This is an optimization exercise on Yosys and OpenROAD, whose aim is a short achievable clock period and few clock cycles, not a production implementation. The RTL was checked by simulation tests, not by an equivalence proof against the original design. Power and IR drop assume default switching activity.

==> inputs of build 22 <==
==> flow/design.v (excerpt) <==
module top(
    input clk,
    input rst,
    output [8:0] RAM_address,
    output [7:0] RAM_data_in,
    input  [7:0] RAM_data_out,
    output RAM_rw
);
    wire [1:0][31:0] fw;
    wire [1:0][3:0]  fvv, fmn, nvv, nmn;
    wire [1:0]       fcomp, fjmp, njmp;
    wire [1:0][7:0]  nb3;
    wire [5:0]  lwa0, lwa1, fa0, fa1;
    wire [31:0] lw0, lw1;
    wire [3:0]  lwv0, lwv1;
    wire        wq_v0, wq_v1;
    wire [8:0]  wq_a0, wq_a1;
    wire        hd_v0, dr0, hd_v1, dr1, pop0, pop1;
    wire [8:0]  hd_a0, hd_a1;
    wire [7:0]  hd_d0, hd_d1;
    wire        port_rd, nx_rd;
    wire [8:0]  nx_a;
    core #(.pc_start(8'd0)) core0 (
        .clk(clk), .reset(rst),
        .fw(fw[0]), .fvv(fvv[0]), .fmn(fmn[0]), .fcomp(fcomp[0]), .fjmp(fjmp[0]),
        .nb3(nb3[0]), .nvv(nvv[0]), .nmn(nmn[0]), .njmp(njmp[0]),
        .lwa(lwa0), .lw(lw0), .lwv(lwv0),
        .port_rd(port_rd), .port_addr(RAM_address), .port_data(RAM_data_out),
        .nx_rd(nx_rd), .nx_a(nx_a), .fa(fa0),
        .wq_v(wq_v0), .wq_a(wq_a0),
        .hd_v(hd_v0), .hd_a(hd_a0), .hd_d(hd_d0), .dr_urg(dr0), .pop(pop0)
    );
    core #(.pc_start(8'd4)) core1 (
        .clk(clk), .reset(rst),
        .fw(fw[1]), .fvv(fvv[1]), .fmn(fmn[1]), .fcomp(fcomp[1]), .fjmp(fjmp[1]),
        .nb3(nb3[1]), .nvv(nvv[1]), .nmn(nmn[1]), .njmp(njmp[1]),
        .lwa(lwa1), .lw(lw1), .lwv(lwv1),
        .port_rd(port_rd), .port_addr(RAM_address), .port_data(RAM_data_out),
        .nx_rd(nx_rd), .nx_a(nx_a), .fa(fa1),
        .wq_v(wq_v1), .wq_a(wq_a1),
        .hd_v(hd_v1), .hd_a(hd_a1), .hd_d(hd_d1), .dr_urg(dr1), .pop(pop1)
    );
    bus system_bus (
        .clk(clk), .reset(rst),
        .fw(fw), .fvv(fvv), .fmn(fmn), .nvv(nvv), .nmn(nmn),
        .fcomp(fcomp), .fjmp(fjmp), .njmp(njmp), .nb3(nb3),
        .lwa0(lwa0), .lwa1(lwa1), .lw0(lw0), .lw1(lw1), .lwv0(lwv0), .lwv1(lwv1),
        .fa0(fa0), .fa1(fa1),
        .wq_v0(wq_v0), .wq_v1(wq_v1), .wq_a0(wq_a0), .wq_a1(wq_a1),
  ...
clock: 5.0 ns
lec_check: 0
abc_clock_period_in_ps: 2000
cap_margin: 20
core_margin: 2
core_utilization: 60
place_density: 0.7
setup_slack_margin: 2.5
slew_margin: 20
tns_end_percent: 10
run.sh (not shown) runs the stock make flow with config.mk's settings and CLKGATE_MAP_FILE= SYNTH_SCRIPT=/design/flow/synth_recipe.tcl, a recipe that flattens the netlist after the stock synthesis.
==> inputs of build 82, as changes to build 22 <==
- ABC_CLOCK_PERIOD_IN_PS: 2000 -> 2500
- CORE_UTILIZATION: 60 -> 50
- PLACE_DENSITY: 0.7 -> default
- SETUP_SLACK_MARGIN: 2.5 -> 1.5
- TNS_END_PERCENT: 10 -> 5
==> flow_summary.rst <==
.. list-table::
   :header-rows: 1

   * - Metric
     - Value
   * - Result of the run
     - timing/DRC/antenna clean
   * - Number of well taps
     - 1917
   * - Instance area after placement
     - 76200 um^2
   * - Share of total power in combinational logic
     - 13.3%
   * - Final Cell Area
     - 82700 um^2
   * - Final weighted congestion in routability-driven placement
     - 0.920
   * - Worst flop-to-flop path endpoint
     - core1.wq_a[2]$_SDFFE_PP0P_
   * - Fraction of final layout cells sized beyond drive strength 1
     - 15.2%
   * - Worst relative slew slack
     - 20.5%
   * - Wire length reported by the detailed router
     - 245000 um
   * - Filler cell count in the final layout
     - 12.7k
   * - Worst slack on hold paths
     - 432 ps
   * - First-pass GRT wire length
     - 366000 um
   * - Sequential cell area
     - 33300 um^2
   * - Reg-to-reg startpoint
     - core1.fa_r[0]$_SDFFE_PP1P_
   * - Share of final layout cell area taken by clock buffers and inverters
     - 5.61%
Source of the figures above: build 82

==> flow_summary.rst <==
.. list-table::
   :header-rows: 1

   * - Metric
     - Value
   * - Result of the run
     - timing/DRC/antenna clean
   * - Number of well taps
     - 1625
   * - Worst relative slew slack
     - 17.2%
   * - Antenna viol nets, final
     - 0
   * - Final Cell Area
     - 87400 um^2
   * - Instance area after placement
     - 76000 um^2
   * - Sequential cell area
     - 33400 um^2
   * - Share of final layout cell area taken by clock buffers and inverters
     - 5.10%
   * - Filler cell count in the final layout
     - 8802
   * - Share of total power in combinational logic
     - 15.0%
   * - Worst flop-to-flop path endpoint
     - core0.wq_a[5]$_SDFFE_PP0P_
   * - Reg-to-reg startpoint
     - core0.fa_r[0]$_SDFFE_PP0P_
   * - Worst slack on hold paths
     - 436 ps
Source of the figures above: build 22

Testbench counts of build 22, summed over its fixed seeds: cycles 105,701.
Testbench counts of build 82, summed over its fixed seeds: cycles 105,701.

==> inputs of v11 <==
Another version of the RTL of top (not shown whole).
## top
module top(
    input clk,
    input rst,
    output [8:0] RAM_address,
    output [7:0] RAM_data_in,
    input  [7:0] RAM_data_out,
    output RAM_rw
);
clock: 5.0 ns
lec_check: 0
abc_clock_period_in_ps: 2500
cap_margin: 20
core_margin: 2
core_utilization: 50
setup_slack_margin: 2.0
slew_margin: 20
tns_end_percent: 5
==> inputs of v25, as changes to v11 <==
--- a/flow/design.v
+++ b/flow/design.v
@@ -47,11 +47,10 @@
     input  logic [63:0][31:0] cw,
     input  logic [63:0][3:0]  cv,
     input  logic [63:0][3:0]  mn,
     input  logic [63:0]       comp,
     input  logic [63:0]       jmpw,
-    input  logic [63:0]       comp_n, jmpw_n,
     output logic [5:0]  lwa,
     input  logic [31:0] lw,
     input  logic [3:0]  lwv,
     input  logic        port_rd,
     input  logic [8:0]  port_addr,
@@ -69,11 +68,10 @@
 );
     localparam logic [5:0] O_ALU = 6'd0, O_JMP = 6'd2, O_JEQ = 6'd4, O_ALUI = 6'd8,
                            O_LOAD = 6'd32, O_STORE = 6'd40;
     logic [7:0]  fpc;          
     logic [5:0]  fa_r;         
-    logic [63:0] fsel;         
     logic [1:0]  uph;          
     logic [31:0] tmp, tmp2;
     logic        fq_v;
     logic [31:0] fq;
     logic [7:0]  fq_pc;
@@ -85,13 +83,10 @@
     logic [31:0] e_ldw;
     logic [3:0]  e_ldv;
     logic [NDC-1:0] e_dhv;     
     logic        fe_r, fd_r, tk_r;
     logic [2:0]  aop;
-    function automatic logic [63:0] onehot(input logic [5:0] w);
-        onehot = 64'd1 << w;
-    endfunction
     logic [7:0] y;
     ALU alu(.reg_1(e_a), .reg_2(e_b), .op(e_cur), .out(y));
     logic [WBD-1:0][16:0] wb;
     logic [WBD-1:0]       wbv;
     logic [WBW-1:0]       wh, wt;
@@ -170,39 +165,23 @@
     always_comb for (int i = 0; i < NDC; i++)
         d_dhv[i] = (d_alloc && dptr == i[DPW-1:0]) ? (e_ad == ad) : (dv[i] && dt[i] == ad);
     assign lwa = ad[7:2];
     assign fa = fa_r;
     wire [5:0]  fb = fa_r + 6'd1;
-    wire [63:0] fsb = {fsel[62:0], fsel[63]};
-    wire [63:0] fsb2 = {fsel[61:0], fsel[63:62]};
-    logic        jq_v;
-    logic [7:0]  jq_t;
-    logic        fd_v;
-    logic [7:0]  fd_t;
-    logic [63:0] fd_sel;
-    logic        fcq, fjq;
     logic [31:0] fw;
-    logic [7:0]  nb3, n2b3;
+    logic [7:0]  nb3;
     logic [3:0]  fvv, nvv, fmn, nmn;
-    logic        fcomp, fjmp, njmp, n2jmp;
-    always_comb begin
-        fw = '0; nb3 = '0; n2b3 = '0; fvv = '0; nvv = '0; fmn = '0; nmn = '0;
-        fcomp = 1'b0; fjmp = 1'b0; njmp = 1'b0; n2jmp = 1'b0;
-        for (int w = 0; w < 64; w++) begin
-            fw    = fw    | (cw[w] & {32{fsel[w]}});
-            fvv   = fvv   | (cv[w] & {4{fsel[w]}});
-            fmn   = fmn   | (mn[w] & {4{fsel[w]}});
-            fcomp = fcomp | (comp[w] & fsel[w]);
-            fjmp  = fjmp  | (jmpw[w] & fsel[w]);
-            nb3   = nb3   | (cw[w][7:0] & {8{fsb[w]}});
-            nvv   = nvv   | (cv[w] & {4{fsb[w]}});
-            nmn   = nmn   | (mn[w] & {4{fsb[w]}});
-            njmp  = njmp  | (jmpw[w] & fsb[w]);
-            n2b3  = n2b3  | (cw[w][7:0] & {8{fsb2[w]}});
-            n2jmp = n2jmp | (jmpw[w] & fsb2[w]);
-        end
-    end
+    logic        fcomp, fjmp, njmp;
+    assign fw    = cw[fa_r];
+    assign fvv   = cv[fa_r];
+    assign fmn   = mn[fa_r];
+    assign fcomp = comp[fa_r];
+    assign fjmp  = jmpw[fa_r];
+    assign nb3   = cw[fb][7:0];
+    assign nvv   = cv[fb];
+    assign nmn   = mn[fb];
+    assign njmp  = jmpw[fb];
     wire [1:0]  o = fpc[1:0];
     wire        aligned = (o == 2'd0);
     wire [63:0] cat = {tmp, tmp2};
     logic [31:0] uword;
     always_comb begin
@@ -215,29 +194,20 @@
     wire [3:0] lo_mask = (o == 2'd1) ? 4'b0001 : (o == 2'd2) ? 4'b0011 : (o == 2'd3) ? 4'b0111 : 4'b0000;
     wire       u_ready = &(fvv | lo_mask) && &(nvv | ~lo_mask);
     wire e_take  = !e_v || e_done;
     wire d_take  = fq_v && e_take;
     wire fq_free = !fq_v || d_take;
-    wire a_go   = aligned && (uph == 2'd0) && fcq;        
+    wire a_go   = aligned && (uph == 2'd0) && fcomp;      
     wire u_go   = (uph == 2'd2);                          
-    wire f_jmp  = !jq_v && ((a_go && fjq) || (u_go && uword[31:26] == O_JMP));
+    wire f_jmp  = (a_go && fjmp) || (u_go && uword[31:26] == O_JMP);
     wire [7:0] f_jt = u_go ? uword[7:0] : fw[7:0];
-    wire f_out  = !jq_v && (a_go || u_go) && !f_jmp && fq_free && !d_redir;
-    wire [31:0] fword = u_go ? uword : fw;
-    wire fold   = aligned && fd_v;
-    wire u_adv  = !jq_v && !aligned && uph == 2'd0 && u_ready;
-    wire f_jump = taken || d_redir || jq_v || (f_out && !u_go && fold);
-    wire f_seq  = !f_jump && ((f_out && !u_go) || (!f_out && !f_jmp && u_adv));
+    wire f_out  = (a_go || u_go) && !f_jmp && fq_free && !d_redir;
+    wire fold   = aligned && njmp;
     always_ff @(posedge clk) begin
         if (reset) begin
             fpc   <= pc_start;
             fa_r  <= pc_start[7:2];
-            fsel  <= onehot(pc_start[7:2]);
-            jq_v  <= 1'b0;
-            fd_v  <= 1'b0;
-            fcq   <= 1'b0;
-            fjq   <= 1'b0;
             uph   <= 2'd0;
             fq_v  <= 1'b0;
             e_v   <= 1'b0;
             tk_r  <= 1'b0;
             fe_r  <= 1'b0;
@@ -293,76 +263,44 @@
                 e_dhv  <= d_dhv;
             end else if (e_done || taken) e_v <= 1'b0;
             if (taken) fq_v <= 1'b0;
             else if (f_out) begin
                 fq_v  <= 1'b1;
-                fq    <= fword;
+                fq    <= u_go ? uword : fw;
                 fq_pc <= fpc;
                 fq_rd <= 1'b0;
             end else begin
                 if (d_take) fq_v <= 1'b0;
                 if (d_redir) fq_rd <= 1'b1;
             end
-            jq_v <= !taken && !d_redir && f_jmp;
-            jq_t <= f_jt;
-            fd_v <= !f_jump && (f_seq ? n2jmp : njmp);
-            if (taken) begin
-                fcq <= |(comp_n & onehot(e_tgt[7:2]));
-                fjq <= |(jmpw_n & onehot(e_tgt[7:2]));
-            end else if (d_redir) begin
-                fcq <= |(comp_n & onehot(d_tgt[7:2]));
-                fjq <= |(jmpw_n & onehot(d_tgt[7:2]));
-            end else if (jq_v) begin
-                fcq <= 1'b0;
-                fjq <= 1'b0;
-            end else if (f_out && !u_go && fold) begin
-                fcq <= |(comp_n & fd_sel);
-                fjq <= |(jmpw_n & fd_sel);
-            end else if (f_seq) begin
-                fcq <= |(comp_n & fsb);
-                fjq <= |(jmpw_n & fsb);
-            end else begin
-                fcq <= |(comp_n & fsel);
-                fjq <= |(jmpw_n & fsel);
-            end
-            fd_t <= f_seq ? n2b3 : nb3;
-            fd_sel <= onehot(f_seq ? n2b3[7:2] : nb3[7:2]);
             if (taken) begin
                 fpc  <= e_tgt;
                 fa_r <= e_tgt[7:2];
-                fsel <= onehot(e_tgt[7:2]);
                 uph  <= 2'd0;
             end else if (d_redir) begin
                 fpc  <= d_tgt;
                 fa_r <= d_tgt[7:2];
-                fsel <= onehot(d_tgt[7:2]);
-                uph  <= 2'd0;
-            end else if (jq_v) begin
-                fpc  <= jq_t;
-                fa_r <= jq_t[7:2];
-                fsel <= onehot(jq_t[7:2]);
                 uph  <= 2'd0;
             end else if (f_jmp) begin
+                fpc  <= f_jt;
+                fa_r <= f_jt[7:2];
                 uph  <= 2'd0;
             end else if (f_out) begin
                 uph <= 2'd0;
                 if (u_go) begin
                     fpc <= fpc + 8'd4;           
                 end else if (fold) begin
-                    fpc  <= fd_t;
-                    fa_r <= fd_t[7:2];
-                    fsel <= fd_sel;
+                    fpc  <= nb3;
+                    fa_r <= nb3[7:2];
                 end else begin
                     fpc  <= fpc + 8'd4;
                     fa_r <= fb;
-                    fsel <= fsb;
                 end
-            end else if (u_adv) begin
+            end else if (!aligned && uph == 2'd0 && u_ready) begin
                 tmp  <= fw;
                 uph  <= 2'd1;
                 fa_r <= fb;
-                fsel <= fsb;
             end else if (uph == 2'd1) begin
                 tmp2 <= fw;
                 uph  <= 2'd2;
             end
         end
@@ -416,11 +354,10 @@
     output logic [63:0][31:0] cw,     
     output logic [63:0][3:0]  cv,     
     output logic [63:0][3:0]  mn,     
     output logic [63:0]       comp,   
     output logic [63:0]       jmpw,   
-    output logic [63:0]       comp_n, jmpw_n,    
     input  logic [5:0]  lwa0, lwa1,
     output logic [31:0] lw0, lw1,
     output logic [3:0]  lwv0, lwv1,
     input  logic [5:0]  fa0, fa1,
     input  logic        wq_v0, wq_v1,
@@ -466,19 +403,17 @@
                                fh[g / 4] && fl[(g % 4) * 4 + 1], fh[g / 4] && fl[(g % 4) * 4]};
             wire [3:0] cvn  = cv[g] | fnow;
             wire       isjn = fnow[0] ? (RAM_data_out[7:2] == O_JMP) : isj[g];
             wire       no2n = fnow[0] ? ((RAM_data_out[7:2] == O_JEQ) || (RAM_data_out[7:2] == O_ALUI)) : no2[g];
             wire [3:0] ndn  = !cvn[0] ? 4'b1111 : isjn ? 4'b1001 : no2n ? 4'b1011 : 4'b1111;
-            assign comp_n[g] = ((ndn & ~cvn) == 4'b0000);
-            assign jmpw_n[g] = cvn[0] && cvn[3] && isjn;
             always_ff @(posedge clk) begin
                 if (reset) begin
                     comp[g] <= 1'b0;
                     jmpw[g] <= 1'b0;
                 end else begin
-                    comp[g] <= comp_n[g];
-                    jmpw[g] <= jmpw_n[g];
+                    comp[g] <= ((ndn & ~cvn) == 4'b0000);
+                    jmpw[g] <= cvn[0] && cvn[3] && isjn;
                 end
             end
         end
     endgenerate
     assign lw0 = cw[lwa0];  assign lwv0 = cv[lwa0];
@@ -611,11 +546,11 @@
     input  [7:0] RAM_data_out,
     output RAM_rw
 );
     wire [63:0][31:0] cw;
     wire [63:0][3:0]  cv, mn;
-    wire [63:0]       comp, jmpw, comp_n, jmpw_n;
+    wire [63:0]       comp, jmpw;
     wire [5:0]  lwa0, lwa1, fa0, fa1;
     wire [31:0] lw0, lw1;
     wire [3:0]  lwv0, lwv1;
     wire        wq_v0, wq_v1;
     wire [8:0]  wq_a0, wq_a1;
@@ -624,29 +559,29 @@
     wire [7:0]  hd_d0, hd_d1;
     wire        port_rd, nx_rd;
     wire [8:0]  nx_a;
     core #(.pc_start(8'd0)) core0 (
         .clk(clk), .reset(rst),
-        .cw(cw), .cv(cv), .mn(mn), .comp(comp), .jmpw(jmpw), .comp_n(comp_n), .jmpw_n(jmpw_n),
+        .cw(cw), .cv(cv), .mn(mn), .comp(comp), .jmpw(jmpw),
         .lwa(lwa0), .lw(lw0), .lwv(lwv0),
         .port_rd(port_rd), .port_addr(RAM_address), .port_data(RAM_data_out),
         .nx_rd(nx_rd), .nx_a(nx_a), .fa(fa0),
         .wq_v(wq_v0), .wq_a(wq_a0),
         .hd_v(hd_v0), .hd_a(hd_a0), .hd_d(hd_d0), .dr_urg(dr0), .pop(pop0)
     );
     core #(.pc_start(8'd4)) core1 (
         .clk(clk), .reset(rst),
-        .cw(cw), .cv(cv), .mn(mn), .comp(comp), .jmpw(jmpw), .comp_n(comp_n), .jmpw_n(jmpw_n),
+        .cw(cw), .cv(cv), .mn(mn), .comp(comp), .jmpw(jmpw),
         .lwa(lwa1), .lw(lw1), .lwv(lwv1),
         .port_rd(port_rd), .port_addr(RAM_address), .port_data(RAM_data_out),
         .nx_rd(nx_rd), .nx_a(nx_a), .fa(fa1),
         .wq_v(wq_v1), .wq_a(wq_a1),
         .hd_v(hd_v1), .hd_a(hd_a1), .hd_d(hd_d1), .dr_urg(dr1), .pop(pop1)
     );
     bus system_bus (
         .clk(clk), .reset(rst),
-        .cw(cw), .cv(cv), .mn(mn), .comp(comp), .jmpw(jmpw), .comp_n(comp_n), .jmpw_n(jmpw_n),
+        .cw(cw), .cv(cv), .mn(mn), .comp(comp), .jmpw(jmpw),
         .lwa0(lwa0), .lwa1(lwa1), .lw0(lw0), .lw1(lw1), .lwv0(lwv0), .lwv1(lwv1),
         .fa0(fa0), .fa1(fa1),
         .wq_v0(wq_v0), .wq_v1(wq_v1), .wq_a0(wq_a0), .wq_a1(wq_a1),
         .hd_v0(hd_v0), .dr0(dr0), .hd_v1(hd_v1), .dr1(dr1),
         .hd_a0(hd_a0), .hd_a1(hd_a1), .hd_d0(hd_d0), .hd_d1(hd_d1),
==> summary.txt <==
Synth
  • Avg Inst Size Synth: 11.5 um2

Global routing
  • Met3 usage: 84.4%
  • Global routing met2 resource utilization: 95.9%

Status
  • Stage reached: 5_1_grt
  • First Err: [ERROR GRT-0116] Global routing finished with congestion. Check the congestion regions in the DRC Viewer.
  • Status: did not finish

Place
  • Hpwl dp: 1510 mm

Floorplan
  • Die H: 726 um
# the run above: v11

==> summary.txt <==
Status
  • Status: timing/DRC/antenna clean

Clock network
  • TritonCTS clock tree: yes

Power and ir drop
  • Peak VDD IR: 0.372 mV

Global routing
  • Global routing met2 resource utilization: 63.8%
  • Met3 usage: 23.5%

Synth
  • Compound-gate portion of the synthesized area: 6.99%
  • Avg Inst Size Synth: 14.7 um2

Floorplan
  • Die H: 707 um
# the run above: v25

Testbench counts of v11, summed over its fixed seeds: cycles 21,706.
Testbench counts of v25, summed over its fixed seeds: cycles 21,463.

## static timing again, ports no longer ideal
The results above use ideal ports. As a check the final layouts listed here were re-extracted and re-timed, cells and wires unchanged.
Step 1 (the two cells are an assumption about what drives the block):
set clk [get_ports {clk}]
set_driving_cell -lib_cell sky130_fd_sc_hd__clkbuf_16 $clk
set_driving_cell -lib_cell sky130_fd_sc_hd__buf_2 [delete_from_list [all_inputs] $clk]
Step 2 also shifts input and output timing later by t, the mid clock arrival at the registers, as if the neighbouring blocks saw the same clock.
Slacks: ideal ports / drivers / drivers and shift; pairs: ideal ports / drivers.
run | shift t [ns] | setup slack, ns | clock arrival spread, ns
build 22 | 0.861 | 1.476 / 1.476 / 1.295 | 0.029 / 0.029
build 82 | 0.849 | 1.453 / 1.453 / 1.208 | 0.033 / 0.033
v25 | 1.215 | 0.734 / 0.734 / 0.734 | 0.107 / 0.107
After both steps every run listed still meets setup and hold. The setup slack of build 82, which loses most, moves by 0.000 ns with the drivers and by -0.245 ns with both steps.
